What follows belongs to an exercise in optimizing a design on an open flow for small area; a production flow would make more cautious choices. RTL that was checked went through simulation tests only; none was proved equivalent to the original. Function not checked in run 1: the RTL went through the layout flow alone. No activity file was given, so power comes from the tool's default toggle rates.

## flow/design.v

```verilog
`timescale 1ns / 1ps
module addsub #(
    parameter W = 8
) (
    input  [W-1:0] a,
    input  [W-1:0] b,
    input          sub,
    output [W-1:0] s
);
    logic [W:0] c;
    logic [W-1:0] bb;
    assign c[0] = sub;
    assign bb = b ^ {W{sub}};
    genvar i;
    generate
        for (i = 0; i < W; i++) begin : g
            assign s[i] = a[i] ^ bb[i] ^ c[i];
            assign c[i+1] = (a[i] & bb[i]) | (c[i] & (a[i] ^ bb[i]));
        end
    endgenerate
endmodule
module addsmall #(
    parameter W = 12,
    parameter K = 6
) (
    input  [W-1:0] a,
    input  [K-1:0] b,
    input          sub,
    output [W-1:0] s
);
    logic [K:0] c;
    logic [K-1:0] bb;
    logic t;
    assign c[0] = sub;
    assign bb = b ^ {K{sub}};
    assign t = b[K-1] ^ sub;       
    genvar i;
    generate
        for (i = 0; i < K; i++) begin : lo
            assign s[i] = a[i] ^ bb[i] ^ c[i];
            assign c[i+1] = (a[i] & bb[i]) | (c[i] & (a[i] ^ bb[i]));
        end
    endgenerate
    logic [W-K:0] all1, any1;
    assign all1[0] = 1'b1;
    assign any1[0] = 1'b0;
    generate
        for (i = K; i < W; i++) begin : hi
            assign all1[i-K+1] = all1[i-K] & a[i];
            assign any1[i-K+1] = any1[i-K] | a[i];
            assign s[i] = a[i] ^ t ^ (t ? (c[K] | any1[i-K]) : (c[K] & all1[i-K]));
        end
    endgenerate
endmodule
module addfast #(
    parameter W = 12,
    parameter K = 6
) (
    input  [W-1:0] a,
    input  [K-1:0] b,
    input          sub,
    output [W-1:0] s
);
    localparam LG = (K + 1 > 8) ? 4 : (K + 1 > 4) ? 3 : (K + 1 > 2) ? 2 : 1;
    logic [K-1:0] bb, pp, gg;
    logic t;
    assign bb = b ^ {K{sub}};
    assign t = b[K-1] ^ sub;       
    logic [K:0] G [0:LG];
    logic [K:0] P [0:LG];
    assign G[0] = {(a[K-1:0] & bb), sub};
    assign P[0] = {(a[K-1:0] ^ bb), 1'b0};
    genvar l, i;
    generate
        for (l = 0; l < LG; l++) begin : lev
            for (i = 0; i <= K; i++) begin : node
                if (((i >> l) & 1) == 1) begin : comb
                    localparam integer J = ((i >> l) << l) - 1;
                    assign G[l+1][i] = G[l][i] | (P[l][i] & G[l][J]);
                    assign P[l+1][i] = P[l][i] & P[l][J];
                end else begin : pass
                    assign G[l+1][i] = G[l][i];
                    assign P[l+1][i] = P[l][i];
                end
            end
        end
    endgenerate
    logic [K:0] c;
    assign c = G[LG];
    assign s[K-1:0] = (a[K-1:0] ^ bb) ^ c[K-1:0];
    logic [W-K:0] all1, any1;
    assign all1[0] = 1'b1;
    assign any1[0] = 1'b0;
    generate
        for (i = K; i < W; i++) begin : hi
            assign all1[i-K+1] = all1[i-K] & a[i];
            assign any1[i-K+1] = any1[i-K] | a[i];
            assign s[i] = a[i] ^ t ^ (t ? (c[K] | any1[i-K]) : (c[K] & all1[i-K]));
        end
    endgenerate
endmodule
module addfast2 #(
    parameter W = 12,
    parameter K = 6
) (
    input  [W-1:0] a,
    input  [K-1:0] b,
    input          sub,
    output [W-1:0] s
);
    localparam LG = (K + 1 > 8) ? 4 : (K + 1 > 4) ? 3 : (K + 1 > 2) ? 2 : 1;
    localparam U = W - K;
    localparam LU = (U > 8) ? 4 : (U > 4) ? 3 : (U > 2) ? 2 : (U > 1) ? 1 : 0;
    logic [K-1:0] bb;
    logic t;
    assign bb = b ^ {K{sub}};
    assign t = b[K-1] ^ sub;
    logic [K:0] G [0:LG];
    logic [K:0] P [0:LG];
    assign G[0] = {(a[K-1:0] & bb), sub};
    assign P[0] = {(a[K-1:0] ^ bb), 1'b0};
    genvar l, i;
    generate
        for (l = 0; l < LG; l++) begin : lev
            for (i = 0; i <= K; i++) begin : node
                if (((i >> l) & 1) == 1) begin : comb
                    localparam integer J = ((i >> l) << l) - 1;
                    assign G[l+1][i] = G[l][i] | (P[l][i] & G[l][J]);
                    assign P[l+1][i] = P[l][i] & P[l][J];
                end else begin : pass
                    assign G[l+1][i] = G[l][i];
                    assign P[l+1][i] = P[l][i];
                end
            end
        end
    endgenerate
    logic [K:0] c;
    assign c = G[LG];
    assign s[K-1:0] = (a[K-1:0] ^ bb) ^ c[K-1:0];
    logic [U-1:0] O [0:LU];
    logic [U-1:0] Z [0:LU];
    assign O[0] = a[W-1:K];
    assign Z[0] = ~a[W-1:K];
    generate
        for (l = 0; l < LU; l++) begin : ulev
            for (i = 0; i < U; i++) begin : unode
                if (((i >> l) & 1) == 1) begin : comb
                    localparam integer J = ((i >> l) << l) - 1;
                    assign O[l+1][i] = O[l][i] & O[l][J];
                    assign Z[l+1][i] = Z[l][i] & Z[l][J];
                end else begin : pass
                    assign O[l+1][i] = O[l][i];
                    assign Z[l+1][i] = Z[l][i];
                end
            end
        end
    endgenerate
    wire inc = c[K] & ~t;
    wire dec = ~c[K] & t;
    assign s[K] = a[K] ^ inc ^ dec;
    generate
        for (i = 1; i < U; i++) begin : hi
            assign s[K+i] = a[K+i] ^ ((inc & O[LU][i-1]) | (dec & Z[LU][i-1]));
        end
    endgenerate
endmodule
`timescale 1ns / 1ps
module phase_controller (
    input clock,
    input reset,
    output [3:0] code,
    output [7:0] w,
    output [1:0] quadrant
);
    logic [3:0] cd;
    logic [7:0] wr;
    logic [5:0] c;
    logic e, r;
    logic [1:0] q;
    wire pre = (cd == 4'd0);
    wire up  = ~q[0];
    wire endq = up ? (cd == 4'd14) && (wr == 8'h1d || wr == 8'h1e)
                   : (cd == 4'd1) && (wr == 8'he2 || wr == 8'he1);
    logic [7:0] up1, dn1, up2, dn2;      
    logic [7:0] upw, upw1, dnw, dnw1;    
    assign up1 = ({8{cd == 0}} & 8'he)
            | ({8{cd == 1}} & 8'h7e)
            | ({8{cd == 2}} & 8'h7e)
            | ({8{cd == 3}} & 8'h76)
            | ({8{cd == 4}} & 8'h7f)
            | ({8{cd == 5}} & 8'h7e)
            | ({8{cd == 6}} & 8'h7f)
            | ({8{cd == 7}} & 8'h40)
            | ({8{cd == 8}} & 8'h7f)
            | ({8{cd == 9}} & 8'h7e)
            | ({8{cd == 10}} & 8'h7e)
            | ({8{cd == 11}} & 8'h76)
            | ({8{cd == 12}} & 8'h7f)
            | ({8{cd == 13}} & 8'h7e);
    assign up2 = ({8{cd == 0}} & 8'hd)
            | ({8{cd == 1}} & 8'h7d)
            | ({8{cd == 2}} & 8'h7d)
            | ({8{cd == 3}} & 8'h75)
            | ({8{cd == 4}} & 8'h7e)
            | ({8{cd == 5}} & 8'h7d)
            | ({8{cd == 6}} & 8'h7e)
            | ({8{cd == 7}} & 8'h3f)
            | ({8{cd == 8}} & 8'h7e)
            | ({8{cd == 9}} & 8'h7d)
            | ({8{cd == 10}} & 8'h7d)
            | ({8{cd == 11}} & 8'h75)
            | ({8{cd == 12}} & 8'h7e)
            | ({8{cd == 13}} & 8'h7d);
    assign upw = ({8{cd == 0}} & 8'he1)
            | ({8{cd == 1}} & 8'h81)
            | ({8{cd == 2}} & 8'h80)
            | ({8{cd == 3}} & 8'h88)
            | ({8{cd == 4}} & 8'h81)
            | ({8{cd == 5}} & 8'h81)
            | ({8{cd == 6}} & 8'h80)
            | ({8{cd == 7}} & 8'hbf)
            | ({8{cd == 8}} & 8'h80)
            | ({8{cd == 9}} & 8'h81)
            | ({8{cd == 10}} & 8'h80)
            | ({8{cd == 11}} & 8'h88)
            | ({8{cd == 12}} & 8'h81)
            | ({8{cd == 13}} & 8'h81);
    assign upw1 = ({8{cd == 0}} & 8'he2)
            | ({8{cd == 1}} & 8'h82)
            | ({8{cd == 2}} & 8'h81)
            | ({8{cd == 3}} & 8'h89)
            | ({8{cd == 4}} & 8'h82)
            | ({8{cd == 5}} & 8'h82)
            | ({8{cd == 6}} & 8'h81)
            | ({8{cd == 7}} & 8'hc0)
            | ({8{cd == 8}} & 8'h81)
            | ({8{cd == 9}} & 8'h82)
            | ({8{cd == 10}} & 8'h81)
            | ({8{cd == 11}} & 8'h89)
            | ({8{cd == 12}} & 8'h82)
            | ({8{cd == 13}} & 8'h82);
    assign dn1 = ({8{cd == 2}} & 8'h81)
            | ({8{cd == 3}} & 8'h80)
            | ({8{cd == 4}} & 8'h88)
            | ({8{cd == 5}} & 8'h81)
            | ({8{cd == 6}} & 8'h81)
            | ({8{cd == 7}} & 8'h80)
            | ({8{cd == 8}} & 8'hbf)
            | ({8{cd == 9}} & 8'h80)
            | ({8{cd == 10}} & 8'h81)
            | ({8{cd == 11}} & 8'h80)
            | ({8{cd == 12}} & 8'h88)
            | ({8{cd == 13}} & 8'h81)
            | ({8{cd == 14}} & 8'h81);
    assign dn2 = ({8{cd == 2}} & 8'h82)
            | ({8{cd == 3}} & 8'h81)
            | ({8{cd == 4}} & 8'h89)
            | ({8{cd == 5}} & 8'h82)
            | ({8{cd == 6}} & 8'h82)
            | ({8{cd == 7}} & 8'h81)
            | ({8{cd == 8}} & 8'hc0)
            | ({8{cd == 9}} & 8'h81)
            | ({8{cd == 10}} & 8'h82)
            | ({8{cd == 11}} & 8'h81)
            | ({8{cd == 12}} & 8'h89)
            | ({8{cd == 13}} & 8'h82)
            | ({8{cd == 14}} & 8'h82);
    assign dnw = ({8{cd == 2}} & 8'h7e)
            | ({8{cd == 3}} & 8'h7e)
            | ({8{cd == 4}} & 8'h76)
            | ({8{cd == 5}} & 8'h7f)
            | ({8{cd == 6}} & 8'h7e)
            | ({8{cd == 7}} & 8'h7f)
            | ({8{cd == 8}} & 8'h40)
            | ({8{cd == 9}} & 8'h7f)
            | ({8{cd == 10}} & 8'h7e)
            | ({8{cd == 11}} & 8'h7e)
            | ({8{cd == 12}} & 8'h76)
            | ({8{cd == 13}} & 8'h7f)
            | ({8{cd == 14}} & 8'h7e);
    assign dnw1 = ({8{cd == 2}} & 8'h7d)
            | ({8{cd == 3}} & 8'h7d)
            | ({8{cd == 4}} & 8'h75)
            | ({8{cd == 5}} & 8'h7e)
            | ({8{cd == 6}} & 8'h7d)
            | ({8{cd == 7}} & 8'h7e)
            | ({8{cd == 8}} & 8'h3f)
            | ({8{cd == 9}} & 8'h7e)
            | ({8{cd == 10}} & 8'h7d)
            | ({8{cd == 11}} & 8'h7d)
            | ({8{cd == 12}} & 8'h75)
            | ({8{cd == 13}} & 8'h7e)
            | ({8{cd == 14}} & 8'h7d);
    wire can_up = (cd != 4'd14);
    wire can_dn = (cd != 4'd1) && (cd != 4'd0);
    wire hit1 = up ? (wr == up1) : (wr == dn1);
    wire hit2 = up ? (wr == up2) : (wr == dn2);
    wire xing = (up ? can_up : can_dn) && (hit1 || (e && hit2));
    wire over = e && hit1;             
    logic [7:0] w_step, w_cross;
    addsub #(.W(8)) uw (.a(wr), .b({6'd0, e, ~e}), .sub(~up), .s(w_step));
    assign w_cross = up ? (over ? upw1 : upw) : (over ? dnw1 : dnw);
    logic [5:0] c_next;
    assign c_next = ({6{c == 6'd0}} & 6'he)
            | ({6{c == 6'd1}} & 6'hf)
            | ({6{c == 6'd2}} & 6'h10)
            | ({6{c == 6'd3}} & 6'h11)
            | ({6{c == 6'd4}} & 6'h12)
            | ({6{c == 6'd5}} & 6'h13)
            | ({6{c == 6'd6}} & 6'h14)
            | ({6{c == 6'd7}} & 6'h15)
            | ({6{c == 6'd8}} & 6'h16)
            | ({6{c == 6'd9}} & 6'h17)
            | ({6{c == 6'd10}} & 6'h18)
            | ({6{c == 6'd11}} & 6'h19)
            | ({6{c == 6'd12}} & 6'h1a)
            | ({6{c == 6'd13}} & 6'h1b)
            | ({6{c == 6'd14}} & 6'h1c)
            | ({6{c == 6'd15}} & 6'h1d)
            | ({6{c == 6'd16}} & 6'h1e)
            | ({6{c == 6'd17}} & 6'h1f)
            | ({6{c == 6'd18}} & 6'h20)
            | ({6{c == 6'd19}} & 6'h21)
            | ({6{c == 6'd20}} & 6'h22)
            | ({6{c == 6'd21}} & 6'h23)
            | ({6{c == 6'd22}} & 6'h24)
            | ({6{c == 6'd23}} & 6'h25)
            | ({6{c == 6'd24}} & 6'h26)
            | ({6{c == 6'd25}} & 6'he)
            | ({6{c == 6'd26}} & 6'hf)
            | ({6{c == 6'd27}} & 6'h10)
            | ({6{c == 6'd28}} & 6'h11)
            | ({6{c == 6'd29}} & 6'h12)
            | ({6{c == 6'd30}} & 6'h13)
            | ({6{c == 6'd31}} & 6'h14)
            | ({6{c == 6'd32}} & 6'h15)
            | ({6{c == 6'd33}} & 6'h16)
            | ({6{c == 6'd34}} & 6'h17)
            | ({6{c == 6'd35}} & 6'h18)
            | ({6{c == 6'd36}} & 6'h19)
            | ({6{c == 6'd37}} & 6'h1a)
            | ({6{c == 6'd38}} & 6'h1b);
    wire c_big = (c >= 6'd25);
    always_ff @(posedge clock) begin
        if (reset || pre) begin
            c <= '0;
            e <= 1'b0;
            r <= 1'b0;
        end
        else begin
            r <= endq;
            if (r)
                c <= '0;
            else begin
                c <= c_next;
                e <= c_big;
            end
        end
    end
    always_ff @(posedge clock) begin
        if (reset) begin
            q <= 2'd0;
            cd <= 4'd0;
            wr <= 8'd0;
        end
        else if (endq)
            q <= q + 2'd1;
        else if (xing) begin
            cd <= up ? cd + 4'd1 : cd - 4'd1;
            wr <= w_cross;
        end
        else
            wr <= w_step;
    end
    assign code = cd;
    assign w = wr;
    assign quadrant = q;
endmodule
`timescale 1ns / 1ps
module cordic (
    input clock,
    input reset,
    output signed [12:0] sine,
    output signed [12:0] cosine
);
    logic [3:0] code;
    logic [7:0] w;
    logic [1:0] q;
    phase_controller pc (.clock(clock), .reset(reset), .code(code), .w(w), .quadrant(q));
    wire [9:0] dirs_a = {code, ~w[7], w[6:2]};
    logic signed [11:0] x7, y7;
    wire [5:0] ts = dirs_a[9:4];
    assign x7 = ({12{ts == 6'd5}} & 12'h7fd)
            | ({12{ts == 6'd6}} & 12'h7fd)
            | ({12{ts == 6'd7}} & 12'h7fb)
            | ({12{ts == 6'd8}} & 12'h7f4)
            | ({12{ts == 6'd9}} & 12'h7ee)
            | ({12{ts == 6'd10}} & 12'h7e6)
            | ({12{ts == 6'd11}} & 12'h7dc)
            | ({12{ts == 6'd12}} & 12'h7ce)
            | ({12{ts == 6'd13}} & 12'h7c0)
            | ({12{ts == 6'd14}} & 12'h7b0)
            | ({12{ts == 6'd15}} & 12'h79e)
            | ({12{ts == 6'd16}} & 12'h78c)
            | ({12{ts == 6'd17}} & 12'h778)
            | ({12{ts == 6'd18}} & 12'h760)
            | ({12{ts == 6'd19}} & 12'h748)
            | ({12{ts == 6'd20}} & 12'h72b)
            | ({12{ts == 6'd21}} & 12'h70f)
            | ({12{ts == 6'd22}} & 12'h6f1)
            | ({12{ts == 6'd23}} & 12'h6d1)
            | ({12{ts == 6'd24}} & 12'h6ad)
            | ({12{ts == 6'd25}} & 12'h689)
            | ({12{ts == 6'd26}} & 12'h664)
            | ({12{ts == 6'd27}} & 12'h63e)
            | ({12{ts == 6'd28}} & 12'h614)
            | ({12{ts == 6'd29}} & 12'h5ea)
            | ({12{ts == 6'd30}} & 12'h5bf)
            | ({12{ts == 6'd31}} & 12'h593)
            | ({12{ts == 6'd32}} & 12'h5bb)
            | ({12{ts == 6'd33}} & 12'h58f)
            | ({12{ts == 6'd34}} & 12'h560)
            | ({12{ts == 6'd35}} & 12'h532)
            | ({12{ts == 6'd36}} & 12'h4ff)
            | ({12{ts == 6'd37}} & 12'h4cd)
            | ({12{ts == 6'd38}} & 12'h49a)
            | ({12{ts == 6'd39}} & 12'h466)
            | ({12{ts == 6'd40}} & 12'h430)
            | ({12{ts == 6'd41}} & 12'h3fa)
            | ({12{ts == 6'd42}} & 12'h3c3)
            | ({12{ts == 6'd43}} & 12'h38b)
            | ({12{ts == 6'd44}} & 12'h350)
            | ({12{ts == 6'd45}} & 12'h316)
            | ({12{ts == 6'd46}} & 12'h2db)
            | ({12{ts == 6'd47}} & 12'h29f)
            | ({12{ts == 6'd48}} & 12'h270)
            | ({12{ts == 6'd49}} & 12'h234)
            | ({12{ts == 6'd50}} & 12'h1f7)
            | ({12{ts == 6'd51}} & 12'h1b9)
            | ({12{ts == 6'd52}} & 12'h179)
            | ({12{ts == 6'd53}} & 12'h13b)
            | ({12{ts == 6'd54}} & 12'hfb)
            | ({12{ts == 6'd55}} & 12'hbd)
            | ({12{ts == 6'd56}} & 12'h7d)
            | ({12{ts == 6'd57}} & 12'h3f)
            | ({12{ts == 6'd58}} & 12'hfff);
    assign y7 = ({12{ts == 6'd5}} & 12'hfff)
            | ({12{ts == 6'd6}} & 12'h3f)
            | ({12{ts == 6'd7}} & 12'h7d)
            | ({12{ts == 6'd8}} & 12'hbd)
            | ({12{ts == 6'd9}} & 12'hfb)
            | ({12{ts == 6'd10}} & 12'h13b)
            | ({12{ts == 6'd11}} & 12'h179)
            | ({12{ts == 6'd12}} & 12'h1b9)
            | ({12{ts == 6'd13}} & 12'h1f7)
            | ({12{ts == 6'd14}} & 12'h234)
            | ({12{ts == 6'd15}} & 12'h270)
            | ({12{ts == 6'd16}} & 12'h29f)
            | ({12{ts == 6'd17}} & 12'h2db)
            | ({12{ts == 6'd18}} & 12'h316)
            | ({12{ts == 6'd19}} & 12'h350)
            | ({12{ts == 6'd20}} & 12'h38b)
            | ({12{ts == 6'd21}} & 12'h3c3)
            | ({12{ts == 6'd22}} & 12'h3fa)
            | ({12{ts == 6'd23}} & 12'h430)
            | ({12{ts == 6'd24}} & 12'h466)
            | ({12{ts == 6'd25}} & 12'h49a)
            | ({12{ts == 6'd26}} & 12'h4cd)
            | ({12{ts == 6'd27}} & 12'h4ff)
            | ({12{ts == 6'd28}} & 12'h532)
            | ({12{ts == 6'd29}} & 12'h560)
            | ({12{ts == 6'd30}} & 12'h58f)
            | ({12{ts == 6'd31}} & 12'h5bb)
            | ({12{ts == 6'd32}} & 12'h593)
            | ({12{ts == 6'd33}} & 12'h5bf)
            | ({12{ts == 6'd34}} & 12'h5ea)
            | ({12{ts == 6'd35}} & 12'h614)
            | ({12{ts == 6'd36}} & 12'h63e)
            | ({12{ts == 6'd37}} & 12'h664)
            | ({12{ts == 6'd38}} & 12'h689)
            | ({12{ts == 6'd39}} & 12'h6ad)
            | ({12{ts == 6'd40}} & 12'h6d1)
            | ({12{ts == 6'd41}} & 12'h6f1)
            | ({12{ts == 6'd42}} & 12'h70f)
            | ({12{ts == 6'd43}} & 12'h72b)
            | ({12{ts == 6'd44}} & 12'h748)
            | ({12{ts == 6'd45}} & 12'h760)
            | ({12{ts == 6'd46}} & 12'h778)
            | ({12{ts == 6'd47}} & 12'h78c)
            | ({12{ts == 6'd48}} & 12'h79e)
            | ({12{ts == 6'd49}} & 12'h7b0)
            | ({12{ts == 6'd50}} & 12'h7c0)
            | ({12{ts == 6'd51}} & 12'h7ce)
            | ({12{ts == 6'd52}} & 12'h7dc)
            | ({12{ts == 6'd53}} & 12'h7e6)
            | ({12{ts == 6'd54}} & 12'h7ee)
            | ({12{ts == 6'd55}} & 12'h7f4)
            | ({12{ts == 6'd56}} & 12'h7fb)
            | ({12{ts == 6'd57}} & 12'h7fd)
            | ({12{ts == 6'd58}} & 12'h7fd);
    logic [10:0] x8, y8;
    addsmall #(.W(11), .K(5)) ux8 (.a(11'(x7)), .b(5'(y7 >>> 7)), .sub(dirs_a[3]), .s(x8));
    addsmall #(.W(11), .K(5)) uy8 (.a(11'(y7)), .b(5'(x7 >>> 7)), .sub(~dirs_a[3]), .s(y8));
    logic [9:0] dirs_r1;
    logic [1:0] q_r1;
    logic [10:0] x_r1;
    logic [10:0] y_r1;
    always_ff @(posedge clock) begin
        dirs_r1 <= dirs_a;
        q_r1 <= q;
        x_r1 <= x8;
        y_r1 <= y8;
    end
    logic [10:0] x9, y9;
    addfast2 #(.W(11), .K(4)) ux9 (.a(11'(x_r1)), .b(4'(y_r1 >> 8)), .sub(dirs_r1[2]), .s(x9));
    addfast2 #(.W(11), .K(4)) uy9 (.a(11'(y_r1)), .b(4'(x_r1 >> 8)), .sub(~dirs_r1[2]), .s(y9));
    logic [10:0] x10, y10;
    addfast2 #(.W(11), .K(3)) ux10 (.a(11'(x9)), .b(3'(y9 >> 9)), .sub(dirs_r1[1]), .s(x10));
    addfast2 #(.W(11), .K(3)) uy10 (.a(11'(y9)), .b(3'(x9 >> 9)), .sub(~dirs_r1[1]), .s(y10));
    logic [9:0] dirs_r2;
    logic [1:0] q_r2;
    logic [10:0] x_r2;
    logic [10:0] y_r2;
    always_ff @(posedge clock) begin
        dirs_r2 <= dirs_r1;
        q_r2 <= q_r1;
        x_r2 <= x10;
        y_r2 <= y10;
    end
    wire mx = q_r2[0] ^ q_r2[1];
    wire my = q_r2[1];
    wire bx = y_r2[10];
    wire by = x_r2[10];
    logic signed [2:0] ax, ay;
    assign ax = mx ? (dirs_r2[0] ? 3'd1 + {2'b00, bx} : 3'd1 - {2'b00, bx}) : (dirs_r2[0] ? 3'd0 - {2'b00, bx} : {2'b00, bx});
    assign ay = my ? (dirs_r2[0] ? 3'd1 - {2'b00, by} : 3'd1 + {2'b00, by}) : (dirs_r2[0] ? {2'b00, by} : 3'd0 - {2'b00, by});
    logic [10:0] rx, ry;
    addfast2 #(.W(11), .K(3)) ux11 (.a(x_r2 ^ {11{mx}}), .b(ax), .sub(1'b0), .s(rx));
    addfast2 #(.W(11), .K(3)) uy11 (.a(y_r2 ^ {11{my}}), .b(ay), .sub(1'b0), .s(ry));
    assign cosine = {1'b0, ~mx, rx};
    assign sine = {1'b0, ~my, ry};
endmodule
```

## flow/run.sh

```bash
#!/bin/bash
# synth_recipe.tcl (not shown) runs the flow's synth.tcl, then flattens the netlist and writes it again
# the make line also repeats each setting of config.mk as NAME=value (left out here)
make -C /OpenROAD-flow-scripts/flow DESIGN_CONFIG=/design/flow/config.mk WORK_HOME=/design/flow/orfs CLKGATE_MAP_FILE= SYNTH_SCRIPT=/design/flow/synth_recipe.tcl finish
```

## flow/config.mk

```make
export PLATFORM = sky130hd
export DESIGN_NAME = cordic
export DESIGN_NICKNAME = cordic
export VERILOG_FILES = /design/flow/design.v
export SDC_FILE = /design/flow/constraint.sdc
export NUM_CORES = 4
export LEC_CHECK = 0
export ABC_AREA = 1
export CAP_MARGIN = 20
export CORE_MARGIN = 2
export CORE_UTILIZATION = 40
export CTS_BUF_LIST = sky130_fd_sc_hd__clkbuf_8
export GPL_TIMING_DRIVEN = 0
export PLACE_DENSITY = 0.8
export SLEW_MARGIN = 20
```

## flow/constraint.sdc

```tcl
create_clock -name core_clock -period 5.0 [get_ports {clock}]
set_input_delay 1.0000 -clock core_clock [delete_from_list [all_inputs] [get_ports {clock}]]
set_output_delay 1.0000 -clock core_clock [all_outputs]
set_load 0.01 [all_outputs]
```

==> out/results.txt, run 1 <==
endpoint class of the critical path = flip-flop
Cell variety after synth = 54
row cnt = 52
I/O pin total = 28
final worst slack = 0.138 ns
Mean Syn Cell Area = 6.27 um^2
initial antenna violation count = 0
drt via density = 5.36
most frequent cells in the layout = nand2_1, inv_1, nor2_1, nand3_1, dfxtp_1
Post-synth EDFFs = 0
chip width = 146 um
area delta synth->final = 12.4%
Max Fanout on Critical Path = 8
vias in the first global route = 8048
synthesized flop and latch total = 74
IO buf count = 25
fin area = 9100 um^2
worst min path class = reg2reg
DPL Wire Length = 21000 um
Tightest Pin Transition = 1.07 ns
worst-skew pair later-pin latency = 0.36 ns
die area = 21400 um^2
CTS Hold Bufs = 0
CTS tree = done
Worst IR Drop VDD = 130 uV
Final Cycle Share = 97.2%
Avg WL per Cell = 16.3 um
Detailed Routing Iterations Pass 1 = 6
relative slew slack = 26.7%
Power Total = 1330 uW
Slew Limit Fails = 0
gr ovfl total = 0
first-pass GRT wire length = 41200 um
fraction of layout cells with a size suffix above 1 = 11.5%
max_cap viols = 0
antenna fix cells = 0
clock sink count = 74
Final nets = 1373
core area = 20000 um^2
gr usage total = 24.1%
Data arrival, critical path = 5.09 ns
Post-synth ARST share = 0%
post-synthesis sequential area ratio = 18.3%
Setup CP Type = reg2reg
Hold Violations, Final = 0
count of final setup violators = 0
Clock Tree Root = clkbuf_8
number of buffers created by CTS = 9
dominant synthesized flop cell = dfxtp_1
largest net degree at the start of global routing = 14
Detail Route Antenna Nets = 0
Post-Place Setup Slack = -0.204 ns
Data required, critical path = 5.23 ns
Pwr Density = 146 nW/um^2
Lkg Pwr = 0.00495 uW
startpoint types = flip-flop
Worst Skew = 0.0218 ns
WL final = 26100 um
DP Area = 8680 um^2
Clock Path Buffers = 2
status = complete, no violations
DRC violations left = 0
DIE HEIGHT = 146 um
DR iter-0 viols = 894
starting density of the core = 40.4%
H-Tree Depth = 3
WHS = 0.337 ns
placer congestion estimate = 1.06
yosys warns = 12
Cells after Synth = 1290
commonest non-fill, non-tap cell in the layout = nand2_1
mapped cell area = 8090 um^2
crit path time final = 4.86 ns
Via Count = 8606
clock slew at reported path FFs = 0.09 ns
FMAX = 206 MHz
RSZ-0062 raised after global routing = no
==> worst max-delay path: stages, from the launching register on <==
cell and delay [ns]:
dfxtp_2 0.35, inv_1 0.16, ha_1 0.39, nand3_2 0.30
nor2_2 0.47, inv_1 0.12, nand3_1 0.17, nor4_4 0.06
nand2_2 0.14, inv_1 0.08, nor2_1 0.11, nor2_1 0.07
fa_1 0.41, fa_1 0.39, fa_1 0.43, fa_1 0.41
nor2_2 0.15, nand3_1 0.10, o21ai_1 0.17, nand3_1 0.11
xnor2_1 0.13
==> layout make-up <==
class,instances,area (um^2)
multi-input cells,989,5780
clock buffers,9,124
inverters,202,767
flip-flops and latches,74,1480
clock inverters,7,141
plain buffers,26,196
well taps,270,338
repair buffers,28,273
fillers,2108,10900
==> cells by family after synthesis <==
logic type,count (synthesis),share of synthesized area [%]
simple gates,723,41.9
mux,1,0.124
compound gates,123,8.47
flops,74,18.3
buf+inv,228,11.9
fa+ha+maj,41,8.38
other cells,1,0.0463
xor+xnor,99,10.9
==> report_power, final <==
group	internal, uW	total (uW)	switching, uW
clock network	383	610	227
registers	602	609	7.95
logic	49.3	110	60.9
total	1030	1330	296
==> per-stage QoR <==
stage          TNS, ns  instances  utilization, %
2_1_floorplan        0       1291               -
4_1_cts              0       1602            44.9
3_3_place_gp    -0.743       1586            43.3
5_1_grt              0       1605            45.4
6_report             0       1605            45.4
3_5_place_dp    -0.595       1586            43.3
==> flip-flops by register name, indices dropped and copies added (netlist names), 2 cells and up <==
name	count
x_r2	11
q_r2	2
x_r1	11
pc.cd	4
dirs_r1	3
pc.q	2
y_r2	11
pc.wr	8
q_r1	2
pc.c	6
y_r1	11
==> Yosys cell counts (2+ instances only) <==
master	n	area share, %
a21o_1	2	0.19
a21oi_1	42	2.6
a221oi_1	3	0.32
a31oi_1	7	0.54
buf_1	2	0.093
buf_2	4	0.25
buf_4	3	0.28
buf_6	11	1.5
clkbuf_1	6	0.28
clkinv_1	2	0.093
dfxtp_1	74	18
fa_1	22	5.4
ha_1	19	2.9
inv_1	185	8.6
inv_2	13	0.60
inv_4	2	0.15
nand2_1	273	13
nand2_2	25	1.9
nand2_4	2	0.28
nand3_1	102	6.3
nand3_2	11	1.4
nand3b_1	5	0.46
nand4_1	29	2.2
nor2_1	171	7.9
nor2_2	12	0.93
nor2_4	7	0.97
nor3_1	37	2.3
nor3b_1	2	0.19
nor4_1	31	2.4
nor4_2	3	0.46
o2111ai_1	3	0.32
o21ai_0	43	2.7
o21ai_1	13	0.80
o21ai_2	4	0.43
or2_2	5	0.39
xnor2_1	32	3.5
xor2_1	65	7.0
xor2_2	2	0.40
==> path summary, 6_finish.rpt <==
kind / end / cells after the start / from / slack, ns
worst max-delay path: x_r1[9] / 20 / pc.cd[0] / 0.14
worst min-delay path: dirs_r2 / 0 / dirs_r1[0] / 0.34
worst max register to register: x_r1[9] / 20 / pc.cd[0] / 0.14
worst min register to register: dirs_r2 / 0 / dirs_r1[0] / 0.34
==> per-layer routing <==
layer  track usage [%]  vias up  share of wire (%)  routed length, um
met5                 0        -                  0                  0
met4              12.1        0                5.6               1460
met3              3.91      102                7.3               1910
met2              42.1      415                 47              12300
met1              28.7     3862                 40              10400
li1                  -     4227                  -                  -
==> what timing repair did <==
item	4_1_cts	5_1_grt
pin swaps	0	3
gates cloned	0	0
gates resized for setup	7	25
endpoints found under the hold margin	0	0
setup endpoints to repair	6	13
buffers inserted	0	3
==> run 2, diff against run 1 <==
--- a/flow/design.v
+++ b/flow/design.v
@@ -499,8 +499,8 @@
             | ({12{ts == 6'd57}} & 12'h7fd)
             | ({12{ts == 6'd58}} & 12'h7fd);
     logic [10:0] x8, y8;
-    addsmall #(.W(11), .K(5)) ux8 (.a(11'(x7)), .b(5'(y7 >>> 7)), .sub(dirs_a[3]), .s(x8));
-    addsmall #(.W(11), .K(5)) uy8 (.a(11'(y7)), .b(5'(x7 >>> 7)), .sub(~dirs_a[3]), .s(y8));
+    addfast2 #(.W(11), .K(5)) ux8 (.a(11'(x7)), .b(5'(y7 >>> 7)), .sub(dirs_a[3]), .s(x8));
+    addfast2 #(.W(11), .K(5)) uy8 (.a(11'(y7)), .b(5'(x7 >>> 7)), .sub(~dirs_a[3]), .s(y8));
     logic [9:0] dirs_r1;
     logic [1:0] q_r1;
     logic [10:0] x_r1;
--- a/flow/config.mk
+++ b/flow/config.mk
@@ -9,7 +9,7 @@
 export CAP_MARGIN = 20
 export CORE_MARGIN = 2
 export CORE_UTILIZATION = 40
-export CTS_BUF_LIST = sky130_fd_sc_hd__clkbuf_8
+export CTS_BUF_LIST = sky130_fd_sc_hd__clkbuf_4 sky130_fd_sc_hd__clkbuf_8
 export GPL_TIMING_DRIVEN = 0
 export PLACE_DENSITY = 0.8
 export SLEW_MARGIN = 20
==> out/results.txt, run 2 <==
crit path time final = 4.74 ns
CTS Hold Bufs = 0
Crit path largest cell delay = 0.65 ns
relative slew slack = 47.4%
clock slew at reported path FFs = 0.09 ns
row cnt = 51
DRC violations left = 0
DIE HEIGHT = 146 um
Final Core Density = 44.8%
Detail Route Antenna Nets = 0
Gates resized, CTS repair = 0
Simple-Gate Fraction of Synth Area = 40.6%
Pwr Density = 125 nW/um^2
Data arrival, critical path = 5.04 ns
worst reg-to-reg setup slack = 0.26 ns
uppermost routed layer = met4
Max Fanout on Critical Path = 10
mapped cell area = 8020 um^2
Cells after Synth = 1313
Post-synth ARST share = 0%
WL final = 26300 um
met3 wire len = 1830 um
FMAX = 211 MHz
RSZ-0062 raised after global routing = no
commonest non-fill, non-tap cell in the layout = nand2_1
H-Tree Depth = 3
synth top area cells = dfxtp_1, nand2_1, inv_1
Hold EP = q_r2[1]
yosys warns = 17
post-synthesis mux area share = 0.125%
Setup TNS = 0 ns
worst hold stages = 0
number of buffers created by CTS = 9
Data required, critical path = 5.30 ns
I/O pin total = 28
count of final setup violators = 0
area delta synth->final = 9.62%
endpoint class of the critical path = flip-flop
Most common cell on crit path = fa_1
vias in the first global route = 8196
antenna fix cells = 0
drt via density = 5.48
max_cap viols = 0
worst r2r dst = pc.wr[7]
largest net degree at the start of global routing = 16
ordered cell list for the critical path = clkbuf_2, clkbuf_1, xnor2_1, fa_1, inv_1, fa_1, fa_1, fa_1, fa_1, fa_1, or2_2, nand3_1, nand3_1, a21oi_1
dominant synthesized flop cell = dfxtp_1
WHS = 0.330 ns
Clock Tree Root = clkbuf_8
initial antenna violation count = 0
fraction of layout cells with a size suffix above 1 = 6.50%
Final nets = 1395
Slew Limit Fails = 0
Hold Violations, Final = 0
Worst IR Drop VDD = 106 uV
Setup CP Type = reg2reg
Buffers & Inverters on Critical Path = 3
die area = 21200 um^2
CTS tree = done
placer congestion estimate = 1.02
met1 WL = 10400 um
core area = 19600 um^2
post-CTS setup buffers = 0
IO buf count = 24
synthesized flop and latch total = 74
met2 wire len = 12400 um
Final Cycle Share = 94.9%
gr ovfl total = 0
clock sink count = 74
Lkg Pwr = 0.00485 uW
most frequent cells in the layout = nand2_1, inv_1, nor2_1, nand3_1, dfxtp_1
startpoint types = flip-flop
area share of fa/ha/maj cells after synthesis = 8.71%
Detailed Routing Iterations Pass 1 = 8
DPL Wire Length = 21200 um
gr usage total = 24.7%
main combinational cell family by area after synthesis = simple AND/OR/NAND/NOR gates
Mean Syn Cell Area = 6.10 um^2
Compound-Gate Fraction of Synth Area = 9.52%
most frequent cell after synthesis = nand2_1
hold_sp = q_r1[1]
chip width = 146 um
starting density of the core = 40.9%
DR iter-0 viols = 846
Worst Skew = 0.0255 ns
worst-skew pair later-pin latency = 0.38 ns
status = complete, no violations
Post-synth EDFFs = 0
Tightest Pin Transition = 0.783 ns
worst reg2reg startpoint = pc.q[0]
Clock Path Buffers = 2
slowest cell on the critical path = dfxtp_1
Cell variety after synth = 51
worst min path class = reg2reg
xor and xnor area share after synthesis = 10.4%
post-synthesis sequential area ratio = 18.5%
first-pass GRT wire length = 41700 um
Via Count = 8859
cells on worst reg2reg path = 14
Yosys top cell by area = dfxtp_1
top post-synthesis cells by count = nand2_1, inv_1, nor2_1, nand3_1, dfxtp_1
Avg WL per Cell = 16.2 um
critical path's top delay family = adder cells
top-area cell type share of the netlist area = 18.5%
[run 2: changes by cell type after synthesis, moves of 8 or more]
| cell | previous run | this run |
|---|---|---|
| nand3_1 | 102 | 112 |
| nand2_1 | 273 | 294 |
| ha_1 | 19 | 27 |
| buf_6 | 11 | 2 |
| buf_4 | 3 | 12 |
| inv_1 | 185 | 199 |
| nand2_2 | 25 | 8 |
| a21oi_1 | 42 | 50 |
| nor4_1 | 31 | 20 |
| nand4_1 | 29 | 45 |
[run 2: worst reg2reg max path: stages, from the launching register on]
cell      delay [ns]
dfxtp_1         0.65
clkbuf_2        0.35
clkbuf_1        0.48
xnor2_1         0.22
fa_1            0.22
inv_1           0.06
fa_1            0.41
fa_1            0.45
fa_1            0.43
fa_1            0.44
fa_1            0.38
or2_2           0.30
nand3_1         0.08
nand3_1         0.06
a21oi_1         0.14
[run 2: layout make-up]
| cell class | count | area [um^2] |
|---|---|---|
| plain buffers | 29 | 185 |
| multi-input cells | 1001 | 5580 |
| fillers | 2048 | 10800 |
| well taps | 265 | 332 |
| flip-flops and latches | 74 | 1480 |
| repair buffers | 24 | 240 |
| inverters | 209 | 787 |
| clock inverters | 7 | 58.8 |
| clock buffers | 9 | 124 |
[run 2: kinds of logic (layout without fill, tap and decap cells)]
group                    count (synthesis)  after routing
flip-flops                              74             74
XOR/XNOR                                95             95
AND/OR/NAND/NOR                        722            722
multiplexers                             1              1
AO/OA/AOI/OAI                          136            136
adder cells (fa/ha/maj)                 45             45
buffers and inverters                  239            278
other                                    1              2
[run 2: where the power goes]
part | switching, uW | leakage, uW | total (uW) | internal, uW
clock network | 254 | 0.0000872 | 441 | 188
logic | 30.7 | 0.00416 | 57.3 | 26.7
registers | 7.07 | 0.000597 | 603 | 596
total | 291 | 0.00485 | 1100 | 810
[run 2: worst max-delay path by stage]
stage,slack [ns],startpoint,to,cells after the start
2_1_floorplan,0.76,pc.q[0],pc.wr[7],14
3_3_place_gp,0.23,pc.q[0],pc.wr[7],14
3_5_place_dp,0.19,pc.q[0],pc.wr[7],14
4_1_cts,0.009,q_r2[1],cosine[10],18
5_1_grt,0.005,pc.q[0],pc.wr[7],14
6_report,0.26,pc.q[0],pc.wr[7],14
[run 2: metal layers]
layer	vias to the layer above	global-route usage, %
met4	0	14.3
met1	4037	29.2
met5	-	0
li1	4326	-
met3	105	3.54
met2	391	42.8
[run 2: stage by stage]
step	power [uW]	area [um^2]	cells	setup WS, ns
final	1100	8790	1618	0.255
after global routing	1150	8790	1618	0.00527
after CTS	1110	8770	1619	0.00935
after detailed placement	674	8590	1603	0.188
after global placement	672	8590	1603	0.232
after floorplan	654	8020	1314	0.764
==> run 3, diff against run 2 <==
--- a/flow/config.mk
+++ b/flow/config.mk
@@ -9,7 +9,7 @@
 export CAP_MARGIN = 20
 export CORE_MARGIN = 2
 export CORE_UTILIZATION = 40
-export CTS_BUF_LIST = sky130_fd_sc_hd__clkbuf_4 sky130_fd_sc_hd__clkbuf_8
+export CTS_BUF_LIST = sky130_fd_sc_hd__clkbuf_8
 export GPL_TIMING_DRIVEN = 0
 export PLACE_DENSITY = 0.8
 export SLEW_MARGIN = 20
==> out/results.txt, run 3 <==
status = complete, no violations
number of buffers created by CTS = 9
count of final setup violators = 0
most frequent cell after synthesis = nand2_1
Cells after Synth = 1313
worst r2r dst = pc.wr[7]
Cell variety after synth = 51
Clock Tree Root = clkbuf_8
synth top area cells = dfxtp_1, nand2_1, inv_1
worst reg2reg startpoint = pc.q[0]
yosys warns = 17
chip width = 146 um
startpoint types = flip-flop
Clock Path Buffers = 2
Crit. Startpoint = pc.q[0]
H-Tree Depth = 3
RSZ-0062 raised after global routing = no
Lkg Pwr = 0.00485 uW
commonest non-fill, non-tap cell in the layout = nand2_1
Slew Limit Fails = 0
drt via density = 5.48
starting density of the core = 40.9%
Final Cycle Share = 94.9%
post-synthesis sequential area ratio = 18.5%
gr ovfl total = 0
Detailed Routing Iterations Pass 1 = 8
Setup CP Type = reg2reg
cells on worst reg2reg path = 14
fin area = 8790 um^2
Post-synth EDFFs = 0
worst-skew pair later-pin latency = 0.38 ns
fraction of layout cells with a size suffix above 1 = 6.50%
gr usage total = 24.7%
synthesized flop and latch total = 74
max_cap viols = 0
core area = 19600 um^2
DPL Wire Length = 21200 um
Crit path largest cell delay = 0.65 ns
clock sink count = 74
worst min path class = reg2reg
DR iter-0 viols = 846
Yosys top cell by area = dfxtp_1
endpoint class of the critical path = flip-flop
slowest cell on the critical path = dfxtp_1
Register Area = 1480 um^2
DP Area = 8590 um^2
top post-synthesis cells by count = nand2_1, inv_1, nor2_1, nand3_1, dfxtp_1
dominant synthesized flop cell = dfxtp_1
Filler cells = 2048
Hold Violations, Final = 0
Detail Route Antenna Nets = 0
placer congestion estimate = 1.02
Post-synth ARST share = 0%
DIE HEIGHT = 146 um
relative slew slack = 47.4%
ordered cell list for the critical path = clkbuf_2, clkbuf_1, xnor2_1, fa_1, inv_1, fa_1, fa_1, fa_1, fa_1, fa_1, or2_2, nand3_1, nand3_1, a21oi_1
first-pass GRT wire length = 41700 um
I/O pin total = 28
area delta synth->final = 9.62%
largest net degree at the start of global routing = 16
Pwr Density = 125 nW/um^2
antenna fix cells = 0
Post-Place Setup Slack = 0.188 ns
Worst Skew = 0.0255 ns
CTS Hold Bufs = 0
initial antenna violation count = 0
Data arrival, critical path = 5.04 ns
top-area cell type share of the netlist area = 18.5%
Power Total = 1100 uW
mapped cell area = 8020 um^2
IO buf count = 24
Tightest Pin Transition = 0.783 ns
row cnt = 51
die area = 21200 um^2
Worst Setup EP = pc.wr[7]
most frequent cells in the layout = nand2_1, inv_1, nor2_1, nand3_1, dfxtp_1
Via Count = 8859
DRC violations left = 0
CTS tree = done
worst reg-to-reg setup slack = 0.26 ns
Worst IR Drop VDD = 106 uV
WL final = 26300 um
Multi-input gate area = 5580 um^2
Setup TNS = 0 ns
vias in the first global route = 8196
final worst slack = 0.255 ns
Final nets = 1395
Mean Syn Cell Area = 6.10 um^2
Avg WL per Cell = 16.2 um
Data required, critical path = 5.30 ns
crit path time final = 4.74 ns
Most common cell on crit path = fa_1
Max Fanout on Critical Path = 10
clock slew at reported path FFs = 0.09 ns
FMAX = 211 MHz
==> run 3: metal layers <==
layer  up-vias  share of wire, %  global-route usage, %
met2       391                47                   42.8
met3       105               7.0                   3.54
met4         0               6.3                   14.3
met1      4037                40                   29.2
met5         -                 0                      0
li1       4326                 -                      -
==> run 3: worst min-delay path by stage <==
| stage | to | slack [ns] | cells past startpoint | start |
|---|---|---|---|---|
| after floorplan | dirs_r2 | 0.31 | 0 | dirs_r1[0] |
| after global placement | q_r2[1] | 0.31 | 0 | q_r1[1] |
| after detailed placement | dirs_r2 | 0.31 | 0 | dirs_r1[0] |
| after CTS | dirs_r2 | 0.33 | 0 | dirs_r1[0] |
| after global routing | q_r2[1] | 0.34 | 0 | q_r1[1] |
| final | q_r2[1] | 0.33 | 0 | q_r1[1] |
==> run 3: report_power, final <==
group | internal (uW) | switching [uW] | total, uW
Clock | 188 | 254 | 441
Sequential | 596 | 7.07 | 603
Combinational | 26.7 | 30.7 | 57.3
==> run 3: per-stage QoR <==
step	cells	utilization (%)	hold WS (ns)
after floorplan	1314	-	0.310
after global placement	1603	43.9	0.315
after detailed placement	1603	43.9	0.313
after CTS	1619	44.8	0.335
after global routing	1618	44.8	0.340
final	1618	44.8	0.330
==> run 3: critical path: cells and delay by family, from the launching register on <==
kind | cells | cell delay [ns]
fa+ha+maj | 6 | 2.33
buf+inv | 3 | 0.89
flops | 1 | 0.65
simple gates | 3 | 0.44
xor+xnor | 1 | 0.22
compound gates | 1 | 0.14
==> run 3: repair_timing <==
action	in CTS	in global routing
gates resized for setup	0	7
setup endpoints to repair	0	4
buffers inserted	0	0
==> run 3: cell families after synthesis <==
kind of cell | after synthesis | share of synthesized area, %
DFF | 74 | 18.5
and+or+nand+nor | 722 | 40.6
AOI/OAI and AO/OA | 136 | 9.52
muxes | 1 | 0.125
buffers and inverters | 239 | 12.1
xor gates and xnor gates | 95 | 10.4
other | 1 | 0.0468
adders and majority gates | 45 | 8.71
==> run 3: final cells by class <==
cell class                      count  area share, %
Sequential cell                    74           16.9
Multi-Input combinational cell   1001           63.5
Clock inverter                      7          0.669
Inverter                          209           8.96
Tap cell                          265           3.77
Clock buffer                        9           1.41
Buffer                             29           2.11
Timing Repair Buffer               24           2.73
==> run 4, diff against run 3 <==
--- a/flow/config.mk
+++ b/flow/config.mk
@@ -10,6 +10,8 @@
 export CORE_MARGIN = 2
 export CORE_UTILIZATION = 40
 export CTS_BUF_LIST = sky130_fd_sc_hd__clkbuf_8
+export CTS_CLUSTER_DIAMETER = 150
+export CTS_CLUSTER_SIZE = 40
 export GPL_TIMING_DRIVEN = 0
 export PLACE_DENSITY = 0.8
 export SLEW_MARGIN = 20
==> out/results.txt, run 4 <==
DPL Wire Length = 21200 um
Post-synth EDFFs = 0
clock sink count = 74
mapped cell area = 8020 um^2
drt via density = 5.48
CTS tree = done
crit path time final = 4.74 ns
Most common cell on crit path = fa_1
Worst Skew = 0.0255 ns
FMAX = 211 MHz
CTS Hold Bufs = 0
Hold Violations, Final = 0
Final nets = 1395
WL final = 26300 um
worst r2r dst = pc.wr[7]
Cells after Synth = 1313
Cell variety after synth = 51
synthesized flop and latch total = 74
Post-synth ARST share = 0%
cells on worst reg2reg path = 14
hold_sp = q_r1[1]
H-Tree Depth = 3
Final Cycle Share = 94.9%
most frequent cell after synthesis = nand2_1
critical path's top delay family = adder cells
Avg WL per Cell = 16.2 um
antenna fix cells = 0
endpoint class of the critical path = flip-flop
Detail Route Antenna Nets = 0
Data required, critical path = 5.30 ns
WHS = 0.330 ns
Setup CP Type = reg2reg
commonest non-fill, non-tap cell in the layout = nand2_1
initial antenna violation count = 0
Setup TNS = 0 ns
top-area cell type share of the netlist area = 18.5%
gr ovfl total = 0
vias in the first global route = 8196
relative slew slack = 47.4%
DIE HEIGHT = 146 um
Pwr Density = 125 nW/um^2
status = complete, no violations
gr usage total = 24.7%
row cnt = 51
Via Count = 8859
uppermost routed layer = met4
fraction of layout cells with a size suffix above 1 = 6.50%
Worst IR Drop VDD = 106 uV
most frequent cells in the layout = nand2_1, inv_1, nor2_1, nand3_1, dfxtp_1
count of final setup violators = 0
dominant synthesized flop cell = dfxtp_1
IO buf count = 24
Detailed Routing Iterations Pass 1 = 8
synth top area cells = dfxtp_1, nand2_1, inv_1
Yosys top cell by area = dfxtp_1
Clock Tree Root = clkbuf_8
Lkg Pwr = 0.00485 uW
met3 wire len = 1830 um
first-pass GRT wire length = 41700 um
clock slew at reported path FFs = 0.09 ns
slowest cell on the critical path = dfxtp_1
yosys warns = 17
DRC violations left = 0
die area = 21200 um^2
max_cap viols = 0
worst reg-to-reg setup slack = 0.26 ns
Data arrival, critical path = 5.04 ns
I/O pin total = 28
core area = 19600 um^2
top post-synthesis cells by count = nand2_1, inv_1, nor2_1, nand3_1, dfxtp_1
worst min path class = reg2reg
worst-skew pair later-pin latency = 0.38 ns
post-synthesis sequential area ratio = 18.5%
number of buffers created by CTS = 9
startpoint types = flip-flop
RSZ-0062 raised after global routing = no
dpl cells = 1603
starting density of the core = 40.9%
Crit path largest cell delay = 0.65 ns
chip width = 146 um
Buffers & Inverters on Critical Path = 3
Slew Limit Fails = 0
met1 WL = 10400 um
DR iter-0 viols = 846
Clock Path Buffers = 2
met2 wire len = 12400 um
Mean Syn Cell Area = 6.10 um^2
worst reg2reg startpoint = pc.q[0]
largest net degree at the start of global routing = 16
Hold EP = q_r2[1]
area delta synth->final = 9.62%
ordered cell list for the critical path = clkbuf_2, clkbuf_1, xnor2_1, fa_1, inv_1, fa_1, fa_1, fa_1, fa_1, fa_1, or2_2, nand3_1, nand3_1, a21oi_1
placer congestion estimate = 1.02
Tightest Pin Transition = 0.783 ns
worst hold stages = 0
fin cells = 1618
Max Fanout on Critical Path = 10
==> run 4: cell counts in the layout (fill, tap and decap cells not counted) <==
No cell type changed its count.
==> run 4: power by group <==
part	switching [uW]	internal [uW]	leakage (uW)
sequential	7.07	596	0.000597
combinational	30.7	26.7	0.00416
clock	254	188	0.0000872
==> run 4: layer usage <==
metal / GRT usage [%] / vias up
met3: 3.54 / 105
li1: - / 4326
met2: 42.8 / 391
met4: 14.3 / 0
met5: 0 / -
met1: 29.2 / 4037
==> run 4: cell type report <==
type / instances / area, um^2
inverters: 209 / 787
well taps: 265 / 332
repair buffers: 24 / 240
flip-flops and latches: 74 / 1480
clock buffers: 9 / 124
multi-input cells: 1001 / 5580
clock inverters: 7 / 58.8
fillers: 2048 / 10800
plain buffers: 29 / 185
==> run 4: timing repair <==
action                                  4_1_cts  5_1_grt
endpoints found under the setup margin        0        4
gates resized for setup                       0        7
setup buffers                                 0        0
==> run 4: cell families after synthesis <==
kind of cell	Yosys count	share of synthesized area, %
mux	1	0.125
compound gates	136	9.52
fa+ha+maj	45	8.71
simple gates	722	40.6
xor+xnor	95	10.4
flops	74	18.5
other cells	1	0.0468
buf+inv	239	12.1
==> run 4: through the flow <==
stage                     setup slack (ns)  power [uW]  area, um^2  utilization [%]
after floorplan                      0.764         654        8020                -
after global placement               0.232         672        8590             43.9
after detailed placement             0.188         674        8590             43.9
after CTS                          0.00935        1110        8770             44.8
after global routing               0.00527        1150        8790             44.8
final                                0.255        1100        8790             44.8
==> run 4: worst max path at each step <==
stage / startpoint / cells past startpoint / slack (ns) / to
after floorplan: pc.q[0] / 14 / 0.76 / pc.wr[7]
after global placement: pc.q[0] / 14 / 0.23 / pc.wr[7]
after detailed placement: pc.q[0] / 14 / 0.19 / pc.wr[7]
after CTS: q_r2[1] / 18 / 0.009 / cosine[10]
after global routing: pc.q[0] / 14 / 0.005 / pc.wr[7]
final: pc.q[0] / 14 / 0.26 / pc.wr[7]

what the ideal ports hide:
Ports are ideal in the flow. The routed layouts listed here were re-timed in OpenROAD.
Step 1 sets driving cells, clkbuf_16 on the clock port and buf_2 on the other inputs (assumed; they add their load-dependent delay and slew).
Step 2 also shifts input and output timing later by t, the mid clock arrival at the registers, as if the neighbouring blocks saw the same clock.
a / b / c = ideal / step 1 / step 2; a / b = the first two.
run | t, ns | slack for setup (ns) | worst setup path after step 2 | worst register clock-pin slew, ns | pins driven straight from the clock port
run 1 | 0.391 | 0.138 / 0.138 / 0.138 | register to register | 0.09 / 0.09 | 1
run 2 | 0.404 | 0.255 / 0.255 / 0.255 | register to register | 0.10 / 0.10 | 1
run 3 | 0.404 | 0.255 / 0.255 / 0.255 | register to register | 0.10 / 0.10 | 1
run 4 | 0.404 | 0.255 / 0.255 / 0.255 | register to register | 0.10 / 0.10 | 1
After both steps every run listed still meets setup and hold.
